This design comes from an exercise in tuning for small area on the open sky130 flow, not from production work. The RTL was checked by simulation tests, not by an equivalence proof against the original design. No activity file was given, so power comes from the tool's default toggle rates.

[flow/config.mk]
export PLATFORM = sky130hd
export DESIGN_NAME = mojo_top
export DESIGN_NICKNAME = mojo_top
export VERILOG_FILES = /design/flow/design.v
export SDC_FILE = /design/flow/constraint.sdc
export NUM_CORES = 4
export LEC_CHECK = 0
export CAP_MARGIN = 20
export CORE_MARGIN = 2
export CORE_UTILIZATION = 40
export SLEW_MARGIN = 20
[flow/design.v]
module reset_conditioner (
    input clk,   
    input in,    
    output reg out   
  );
  parameter STAGES = 4;
  reg [STAGES - 1:0] stage;
  always @(posedge clk) begin
    if(in) begin
      stage <= {STAGES{1'b1}};
      out <= 1;
    end else begin
      stage <= {stage[STAGES-2:0],1'b0};
      out <= stage[STAGES-1];
    end
  end
endmodule
module locktimer (
    input clk,   
    input rst,   
    input sync_pulse,  
    output [WIDTH - 1 : 0] count_out,
    output reg out,
    output wire mask_out,
    output wire back_porch,
    output wire front_porch,
    output wire locked_out
  );
  parameter integer WIDTH = 32;
  parameter integer DIV = 2;
  parameter integer PERIOD = 1000;
  parameter integer DUTY_CYCLE = 10;
  parameter integer __DIV_C = 8'b01 << DIV;
  parameter integer __FZ_MARK = DUTY_CYCLE * 2;
  parameter integer __CZ_MARK = PERIOD - (__FZ_MARK);
  parameter integer LOCKED_MAX = 5'b11111;
  parameter integer LOCKED_THRESH = LOCKED_MAX / 2;
  parameter integer LOCKED_PHASE_THRESH = DUTY_CYCLE / 4;
  parameter integer PHASE_CENTER_ADJ = DUTY_CYCLE / 4;
  reg signed [WIDTH - 1 : 0] count;
  reg [7 : 0] div_count;
  reg [4 : 0] locked;
  reg signed [WIDTH - 1 : 0] fz_count;
  reg signed [WIDTH - 1 : 0] cz_count;
  reg signed [WIDTH - 1 : 0] bz_count;
  reg signed [WIDTH - 1 : 0] phase_offset;
  wire sync_pulse_p;
  wire signed [WIDTH - 1 : 0] phase_next = (((bz_count - fz_count) / 2) +
                           (cz_count ? PHASE_CENTER_ADJ : 0)); 
  always @(posedge clk) begin
    if (rst) begin
      count <= 0;
      div_count <= 0;
      out <= 0;
      locked <= 0;
      phase_offset <= 0;
      fz_count <= 0;
      cz_count <= 0;
      bz_count <= 0;
    end else begin
      div_count <= ((div_count + 8'b01) == __DIV_C) ? (0) : (div_count + 1);
      if(div_count == 0) begin
        if (count >=  (PERIOD - 1)) begin
          out <= 1;
          phase_offset <= phase_next;
          count <= phase_next;
          if(phase_next < LOCKED_PHASE_THRESH && phase_next > -LOCKED_PHASE_THRESH) begin
            if(locked < LOCKED_MAX) begin
              locked <= locked + 1;
            end
          end else begin
            if(locked > 0) begin
              locked <= locked - 1;
            end
          end
          fz_count <= 0;
          cz_count <= 0;
          bz_count <= 0;
        end else begin
          count <= count + 1;
          out <= 0;
          if (sync_pulse_p) begin
            if (count < (__FZ_MARK - 1)) begin
              fz_count <= fz_count + 1;
            end else if (count < (__CZ_MARK - 1)) begin
              cz_count <= cz_count + 1;
            end else begin
              bz_count <= bz_count + 1;
            end
          end
        end
      end
    end
  end
  assign sync_pulse_p = (locked > LOCKED_THRESH) ? (sync_pulse & ~mask_out) : (sync_pulse);
  assign locked_out = (locked > LOCKED_THRESH);
  assign mask_out = ((count >= (__FZ_MARK + DUTY_CYCLE - 1)) && (count < (__CZ_MARK - DUTY_CYCLE - 1)));
  assign back_porch = (count >= (__CZ_MARK - 1));
  assign front_porch = (count <= (__FZ_MARK - 1));
  assign count_out = count;
endmodule
module capture_center (
    input clk,
    input rst,   
    input signal,
    input clr_ready,
    input [WIDTH - 1:0] counter,
    output reg [WIDTH - 1:0] center_out,
    output reg ready
  );
  parameter WIDTH = 32;
  reg [WIDTH - 1:0] center_buffer;
  reg signal_d;
  always @(posedge clk) begin
    if (rst) begin
      center_out <= 0;
      ready <= 0;
      signal_d <= 0;
    end else begin
      if (clr_ready) begin
        ready <= 0;
      end else begin
        if (!signal && signal_d) begin  
          center_out <= (center_buffer + counter) / 2;
          ready <= 1;
        end
        if (signal && !signal_d) begin  
          center_buffer <= counter;
          ready <= 0;
        end
        signal_d <= signal;
      end
    end
  end
endmodule
module spi_slave(
    input clk,
    input rst,
    input ss,
    input mosi,
    output miso,
    input sck,
    output done,
    input [7:0] din,
    output [7:0] dout
  );
  reg mosi_d, mosi_q;
  reg ss_d, ss_q;
  reg sck_d, sck_q;
  reg sck_old_d, sck_old_q;
  reg [7:0] data_d, data_q;
  reg done_d, done_q;
  reg [2:0] bit_ct_d, bit_ct_q;
  reg [7:0] dout_d, dout_q;
  reg miso_d, miso_q;
  assign miso = miso_q;
  assign done = done_q;
  assign dout = dout_q;
  always @(*) begin
    ss_d = ss;
    mosi_d = mosi;
    miso_d = miso_q;
    sck_d = sck;
    sck_old_d = sck_q;
    data_d = data_q;
    done_d = 1'b0;
    bit_ct_d = bit_ct_q;
    dout_d = dout_q;
    if (ss_q) begin                            
      bit_ct_d = 3'b0;                         
      data_d = din;                            
      miso_d = data_q[7];                      
    end else begin                             
      if (!sck_old_q && sck_q) begin           
        data_d = {data_q[6:0], mosi_q};        
        bit_ct_d = bit_ct_q + 1'b1;            
        if (bit_ct_q == 3'b111) begin          
          dout_d = {data_q[6:0], mosi_q};      
          done_d = 1'b1;                       
          data_d = din;                        
        end
      end else if (sck_old_q && !sck_q) begin  
        miso_d = data_q[7];                    
      end
    end
  end
  always @(posedge clk) begin
    if (rst) begin
      done_q <= 1'b0;
      bit_ct_q <= 3'b0;
      dout_q <= 8'b0;
      miso_q <= 1'b1;
    end else begin
      done_q <= done_d;
      bit_ct_q <= bit_ct_d;
      dout_q <= dout_d;
      miso_q <= miso_d;
    end
    sck_q <= sck_d;
    mosi_q <= mosi_d;
    ss_q <= ss_d;
    data_q <= data_d;
    sck_old_q <= sck_old_d;
  end
endmodule
module spi_memory (
    input clk,   
    input rst,   
    input reset_addr,
    input incr,
    input [15 : 0] F,
    input [15 : 0] C,
    input [15 : 0] L,
    input [15 : 0] R,
    input latch,
    output [7:0] out_byte,
    output [3:0] addr_out
  );
  parameter LENGTH = 8;
  integer i;
  wire [7 : 0] bytes [7:0];
  reg [7 : 0] bytes_latched [7:0];
  reg [3:0] addr;
  reg latch_d;
  assign addr_out = addr;
  reg incr_d;
  assign bytes[1] = F[15:8];
  assign bytes[0] = F[7:0];
  assign bytes[3] = C[15:8];
  assign bytes[2] = C[7:0];
  assign bytes[5] = L[15:8];
  assign bytes[4] = L[7:0];
  assign bytes[7] = R[15:8];
  assign bytes[6] = R[7:0];
  always @(posedge clk) begin
    if (rst || reset_addr) begin
      addr <= 0;
      incr_d <= 0;
      latch_d <= 0;
    end else begin
      if (incr && !incr_d) begin
        addr <= (((addr + 1) == LENGTH) ? (0) : (addr + 1));
      end
      if (!latch_d && latch) begin
        for (i = 0; i < 8; i = i + 1) begin
          bytes_latched[i] <= bytes[i];
        end
      end
    end
    incr_d <= incr;
    latch_d <= latch;
  end
  assign out_byte = bytes_latched[addr];
endmodule
module mojo_top (
    input clk,
    input rst_n,
    output reg [7:0] led,
    input sens_F,
    input sens_C,
    input sens_L,
    input sens_R,
    output reg [7:0] la,
    output reg s_spi_miso,
    input s_spi_mosi,
    input s_spi_clk,
    input s_spi_ss,
    output reg data_ready,
    output which_sweep_out
  );
  reg rst;
  reg sens_and_all_buf;
  reg which_sweep;
  reg sens_F_mask;
  reg sens_C_mask;
  reg sens_L_mask;
  reg sens_R_mask;
  reg all_ready;
  reg n_sens_F;
  reg n_sens_C;
  reg n_sens_L;
  reg n_sens_R;
  wire [1-1:0] M_reset_cond_out;
  reg [1-1:0] M_reset_cond_in;
  reset_conditioner reset_cond (
    .clk(clk),
    .in(M_reset_cond_in),
    .out(M_reset_cond_out)
  );
  wire [18-1:0] M_all_locktimer_count_out;
  wire [1-1:0] M_all_locktimer_out;
  wire [1-1:0] M_all_locktimer_mask_out;
  wire [1-1:0] M_all_locktimer_back_porch;
  wire [1-1:0] M_all_locktimer_front_porch;
  wire [1-1:0] M_all_locktimer_locked_out;
  reg [1-1:0] M_all_locktimer_sync_pulse;
  locktimer #(.WIDTH(5'h12), .PERIOD(15'h65ba), .DIV(3'h4), .DUTY_CYCLE(8'hdc)) all_locktimer (
    .clk(clk),
    .rst(rst),
    .sync_pulse(M_all_locktimer_sync_pulse),
    .count_out(M_all_locktimer_count_out),
    .out(M_all_locktimer_out),
    .mask_out(M_all_locktimer_mask_out),
    .back_porch(M_all_locktimer_back_porch),
    .front_porch(M_all_locktimer_front_porch),
    .locked_out(M_all_locktimer_locked_out)
  );
  wire [1-1:0] M_spi_out_miso;
  wire [1-1:0] M_spi_out_done;
  wire [8-1:0] M_spi_out_dout;
  reg [1-1:0] M_spi_out_ss;
  reg [1-1:0] M_spi_out_mosi;
  reg [1-1:0] M_spi_out_sck;
  reg [8-1:0] M_spi_out_din;
  spi_slave spi_out (
    .clk(clk),
    .rst(rst),
    .ss(M_spi_out_ss),
    .mosi(M_spi_out_mosi),
    .sck(M_spi_out_sck),
    .din(M_spi_out_din),
    .miso(M_spi_out_miso),
    .done(M_spi_out_done),
    .dout(M_spi_out_dout)
  );
  wire [8-1:0] M_spi_mem_out_byte;
  wire [4-1:0] M_spi_mem_addr_out;
  reg [1-1:0] M_spi_mem_reset_addr;
  reg [1-1:0] M_spi_mem_incr;
  reg [16-1:0] M_spi_mem_F;
  reg [16-1:0] M_spi_mem_C;
  reg [16-1:0] M_spi_mem_L;
  reg [16-1:0] M_spi_mem_R;
  reg [1-1:0] M_spi_mem_latch;
  spi_memory spi_mem (
    .clk(clk),
    .rst(rst),
    .reset_addr(M_spi_mem_reset_addr),
    .incr(M_spi_mem_incr),
    .F(M_spi_mem_F),
    .C(M_spi_mem_C),
    .L(M_spi_mem_L),
    .R(M_spi_mem_R),
    .latch(M_spi_mem_latch),
    .out_byte(M_spi_mem_out_byte),
    .addr_out(M_spi_mem_addr_out)
  );
  wire [18-1:0] M_cap_F_center_out;
  wire [1-1:0] M_cap_F_ready;
  reg [1-1:0] M_cap_F_signal;
  capture_center #(.WIDTH(5'h12)) cap_F (
    .clk(clk),
    .rst(rst),
    .counter(M_all_locktimer_count_out),
    .clr_ready(M_all_locktimer_out),
    .signal(M_cap_F_signal),
    .center_out(M_cap_F_center_out),
    .ready(M_cap_F_ready)
  );
  wire [18-1:0] M_cap_C_center_out;
  wire [1-1:0] M_cap_C_ready;
  reg [1-1:0] M_cap_C_signal;
  capture_center #(.WIDTH(5'h12)) cap_C (
    .clk(clk),
    .rst(rst),
    .counter(M_all_locktimer_count_out),
    .clr_ready(M_all_locktimer_out),
    .signal(M_cap_C_signal),
    .center_out(M_cap_C_center_out),
    .ready(M_cap_C_ready)
  );
  wire [18-1:0] M_cap_L_center_out;
  wire [1-1:0] M_cap_L_ready;
  reg [1-1:0] M_cap_L_signal;
  capture_center #(.WIDTH(5'h12)) cap_L (
    .clk(clk),
    .rst(rst),
    .counter(M_all_locktimer_count_out),
    .clr_ready(M_all_locktimer_out),
    .signal(M_cap_L_signal),
    .center_out(M_cap_L_center_out),
    .ready(M_cap_L_ready)
  );
  wire [18-1:0] M_cap_R_center_out;
  wire [1-1:0] M_cap_R_ready;
  reg [1-1:0] M_cap_R_signal;
  capture_center #(.WIDTH(5'h12)) cap_R (
    .clk(clk),
    .rst(rst),
    .counter(M_all_locktimer_count_out),
    .clr_ready(M_all_locktimer_out),
    .signal(M_cap_R_signal),
    .center_out(M_cap_R_center_out),
    .ready(M_cap_R_ready)
  );
  reg M_all_locktimer_out_q;
  wire n_sens_F_w = !sens_F;
  wire n_sens_C_w = !sens_C;
  wire n_sens_L_w = !sens_L;
  wire n_sens_R_w = !sens_R;
  wire sens_and_all_w = n_sens_F_w & n_sens_C_w & n_sens_L_w & n_sens_R_w;
  wire sens_F_mask_w = n_sens_F_w & M_all_locktimer_mask_out;
  wire sens_C_mask_w = n_sens_C_w & M_all_locktimer_mask_out;
  wire sens_L_mask_w = n_sens_L_w & M_all_locktimer_mask_out;
  wire sens_R_mask_w = n_sens_R_w & M_all_locktimer_mask_out;
  wire all_ready_w = (M_cap_F_ready & M_cap_C_ready & M_cap_L_ready & M_cap_R_ready) | M_all_locktimer_back_porch;
  always @(posedge clk) begin
    M_reset_cond_in <= ~rst_n;
    rst <= M_reset_cond_out;
    led <= {M_all_locktimer_locked_out, 7'h00};
    n_sens_F <= n_sens_F_w;
    n_sens_C <= n_sens_C_w;
    n_sens_L <= n_sens_L_w;
    n_sens_R <= n_sens_R_w;
    sens_and_all_buf <= sens_and_all_w;
    M_all_locktimer_sync_pulse <= sens_and_all_w;
    sens_F_mask <= sens_F_mask_w;
    sens_C_mask <= sens_C_mask_w;
    sens_L_mask <= sens_L_mask_w;
    sens_R_mask <= sens_R_mask_w;
    M_cap_F_signal <= sens_F_mask_w;
    M_cap_C_signal <= sens_C_mask_w;
    M_cap_L_signal <= sens_L_mask_w;
    M_cap_R_signal <= sens_R_mask_w;
    all_ready <= all_ready_w;
    M_spi_mem_incr <= M_spi_out_done;
    M_spi_out_din <= M_spi_mem_out_byte;
    M_spi_mem_latch <= all_ready_w;
    data_ready <= all_ready_w;
    M_spi_mem_reset_addr <= !all_ready_w;
    M_spi_out_mosi <= s_spi_mosi;
    M_spi_out_sck <= s_spi_clk;
    M_spi_out_ss <= s_spi_ss;
    s_spi_miso <= M_spi_out_miso;
    M_spi_mem_F <= M_cap_F_center_out[0+15-:16];
    M_spi_mem_C <= M_cap_C_center_out[0+15-:16];
    M_spi_mem_L <= M_cap_L_center_out[0+15-:16];
    M_spi_mem_R <= M_cap_R_center_out[0+15-:16];
    la[0+0-:1] <= sens_and_all_w;
    la[1+0-:1] <= M_all_locktimer_out;
    la[2+0-:1] <= sens_F_mask_w;
    la[4+0-:1] <= sens_C_mask_w;
    la[3+0-:1] <= M_cap_F_ready;
    la[5+0-:1] <= M_cap_C_ready;
    la[6+0-:1] <= all_ready_w;
    la[7+0-:1] <= M_all_locktimer_mask_out;
    if (rst) begin
      which_sweep <= 1'b0;
      M_all_locktimer_out_q <= 1'b0;
    end else begin
      if (M_all_locktimer_out && !M_all_locktimer_out_q)
      begin
          which_sweep <= !which_sweep;
      end
      M_all_locktimer_out_q <= M_all_locktimer_out;
    end
  end
  assign which_sweep_out = which_sweep;
endmodule
[flow/run.sh]
#!/bin/bash
# synth_recipe.tcl (not shown) runs the flow's synth.tcl, then flattens the netlist and writes it again
# the make line also repeats each setting of config.mk as NAME=value (left out here)
make -C /OpenROAD-flow-scripts/flow DESIGN_CONFIG=/design/flow/config.mk WORK_HOME=/design/flow/orfs CLKGATE_MAP_FILE= SYNTH_SCRIPT=/design/flow/synth_recipe.tcl finish
[flow/constraint.sdc]
create_clock -name core_clock -period 10.0 [get_ports {clk}]
set_input_delay 2.0000 -clock core_clock [delete_from_list [all_inputs] [get_ports {clk}]]
set_output_delay 2.0000 -clock core_clock [all_outputs]
set_load 0.01 [all_outputs]
==> qor.yml <==
power:
  peakVddDrop_mv: 0.100
  cellPowerDensity_nw_per_um2: 160
  power_uw: 3410
  leakagePower_uw: 0.00763
timing:
  min_period_over_period_pct: 77.6
  timing.fmax_mhz: 129
  fin_setup_tns_ns: 0
  tightest_slew_ns: 0.978
  hold_viol_final: 0
  layout_min_cycle_time_ns: 7.76
  rsz0062_at_grt: "false"
  skew_ns: 0.0216
  setup_viol: 0
  slew_headroom_pct: 34.7
  slew_viol_final: 0
die:
  dieHeight_um: 222
  core_region_area_um2: 46700
  initial_utilization_pct: 40.6
  die_area_um2: 49100
  io_pins: 28
  die_w_um: 222
  rows: 79
grt:
  grt_max_degree: 65
  grt-ovfl-total: 0
  grt_pass1_wl_um: 69400
  track_usage_pct: 17.4
  grt_pass1_vias: 12900
  antenna_found_initial: 2
logic_synthesis:
  synth_area_per_cell_um2: 10.0
  synth-seq-area-share_pct: 50.8
  ys.flop_type: "dfxtp_1"
  synth_cells: 1895
  synth_edf_count: 140
  netlist_area_um2: 19000
  synth.distinct_cells: 81
  ys_seq_elements: 411
  ys.warnings.count: 7
  ys_async_sr_fraction_pct: 0
clocking:
  cts_hold_buf: 0
  cts_made_buffers: 44
  cts_root_buf: "clkbuf_16"
  cts_htree_levels: 2
  tritoncts: "built"
  cts_setup_buffers: 0
  clk_pin_slew_ns: 0.06
  post_cts_resized: 0
  cts.path.max_buffers: 3
  numClockSinks: 411
  worstSkewPairLatency_ns: 0.58
finish:
  final_cell_mix: "dfxtp_1, nor2_1, nand2_1"
  drive_above_1_share_pct: 7.33
  layout_commonest_cell: "dfxtp_1"
  utilization_pct: 45.5
  syn_to_final_growth_pct: 12.1
  fillCellCount: 4384
  finalNetCount: 2020
  design_area_um2: 21200
placement:
  dp_hpwl_um: 29900
  dpl-instance-area_um2: 19700
  gp_congestion: 0.851
  numPortBuffers: 20
min_path:
  hold_class: "reg2reg"
critical_path:
  worstSetupEndpointType: "flop"
  cp_data_arrival_time_ns: 8.21
  crit_path_max_fanout: 5
  required_ns: 10.46
  path_class: "reg2reg"
  slowest_stage: "a2111o_1"
  path_common_cell: "fa_1"
  cp_slowest_stage_delay_ns: 0.49
  critPathLaunchType: "flop"
detailed_routing:
  routed_via_density: 5.35
  first_pass_iters: 17
  drt_iter0_drc: 938
  ant_nets: 0
  drc_errors: 0
  vias: 13600
  wl_um: 43000
  wl_per_cell_um: 16.9
run:
  max_cap_viol_count: 0
outcome:
  status: "timing/DRC/antenna clean"
-- kinds of logic (layout without fill, tap and decap cells) --
group | Yosys count | in the layout | share of synthesized area (%)
AOI/OAI and AO/OA | 422 | 422 | 14.5
other | 1 | 8 | 0.0198
adders and majority gates | 110 | 110 | 7.58
and+or+nand+nor | 650 | 650 | 16.7
buffers and inverters | 153 | 189 | 3.25
DFF | 411 | 411 | 50.8
xor gates and xnor gates | 120 | 120 | 5.54
muxes | 28 | 28 | 1.60
-- registers in the layout, indices dropped and copies added, names as in the netlist, 17 cells and up --
name and cells:
cap_R.center_buffer 17, all_locktimer.fz_count 18, all_locktimer.cz_count 18, cap_F.center_buffer 17, spi_mem.bytes_latched 64, all_locktimer.count 18
all_locktimer.bz_count 18, cap_C.center_buffer 17, cap_L.center_buffer 17
-- where the power goes --
part,switching [uW],internal [uW],total (uW)
sequential,3.53,1720,1720
clock,698,963,1660
combinational,11.1,8.39,19.4
total,713,2690,3410
-- worst paths after layout --
| path | startpoint | cells past startpoint | to | slack [ns] |
|---|---|---|---|---|
| max | all_locktimer.fz_count[0] | 30 | all_locktimer.locked[4] | 2.24 |
| min | M_spi_out_ss | 0 | spi_out.ss_q | 0.33 |
| max reg2reg | all_locktimer.fz_count[0] | 30 | all_locktimer.locked[4] | 2.24 |
| min reg2reg | M_spi_out_ss | 0 | spi_out.ss_q | 0.33 |
-- area by class of cell --
| class | instances | area (um^2) | area share (%) |
|---|---|---|---|
| flip-flops and latches | 411 | 9630 | 45.3 |
| multi-input cells | 1337 | 8760 | 41.2 |
| clock buffers | 54 | 1220 | 5.75 |
| well taps | 607 | 759 | 3.57 |
| repair buffers | 35 | 313 | 1.47 |
| clock inverters | 28 | 287 | 1.35 |
| inverters | 72 | 270 | 1.27 |
| diodes | 1 | 2.50 | 0.0118 |
-- routing by layer --
layer	GRT usage, %	share of wire, %
met1	24.4	49
met4	5.08	2.2
met3	2.85	4.6
met5	0	0
met2	27.7	44
-- synth_stat cells (all sizes together), types with 6 or more instances --
cell     count  area (um^2)
a2111oi      8         88.8
a211oi      19          170
a21o        23          173
a21oi      150          754
a222oi       8         80.1
a22oi       14          105
a31o         7         61.3
a31oi       33          206
and2        22          138
and3        21          131
and3b        6         56.3
buf         23          129
clkbuf      58          218
dfxtp      271         5430
edfxtp     140         4200
fa           8          160
ha         102         1280
inv         72          270
mux2        13          154
mux2i       15          150
nand2      165          619
nand2b      14         95.1
nand3       51          255
nand4       28          175
nor2       183          687
nor2b       22          138
nor3        49          255
nor3b       12         90.1
nor4        13         81.3
nor4b        6         52.6
o21a        12         90.1
o21ai       81          405
o21bai       8         60.1
o31a         7         61.3
o31ai        7         52.6
or2         19          119
or3         23          149
xnor2       72          631
xor2        48          420
-- worst max-delay path: cells and delay by family, from the launching register on --
kind                     cells  cell delay (ns)
flip-flops                   1             0.41
AND/OR/NAND/NOR              7             1.21
multiplexers                 2             0.57
buffers and inverters        2             0.17
AO/OA/AOI/OAI               14             3.41
adder cells (fa/ha/maj)      5             1.85
-- through the flow --
| step | std cells | worst slack, ns | hold WS [ns] |
|---|---|---|---|
| finish | 2545 | 2.24 | 0.329 |
| global placement | 2462 | 2.50 | 0.312 |
| CTS | 2544 | 2.27 | 0.332 |
| detailed placement | 2462 | 2.31 | 0.315 |
| global route | 2544 | 1.65 | 0.344 |
| floorplan | 1901 | 2.00 | 0.310 |

afterwards: timing with drivers on the ports:
The flow's constraints put no driver on any port. The routed layout listed below was extracted and timed again, unchanged, in two steps.
Step 1 (the two cells are an assumption about what drives the block):
set clk [get_ports {clk}]
set_driving_cell -lib_cell sky130_fd_sc_hd__clkbuf_16 $clk
set_driving_cell -lib_cell sky130_fd_sc_hd__buf_2 [delete_from_list [all_inputs] $clk]
Step 2 adds t to the input delays and takes it off the output delays; t is the mean of the earliest and latest rising clock arrival at the registers after step 1. Input paths then give back, and output paths get back, about the clock's delay inside the block.
Slacks: ideal / step 1 / step 2; pairs: ideal / step 1.
t (ns): 0.628
setup slack, ns: 2.245 / 2.245 / 2.245
clock arrival spread, ns: 0.022 / 0.022
After both steps this run still meets setup and hold. For this run, drivers alone change the setup slack by 0.000 ns; drivers and shift together by 0.000 ns.
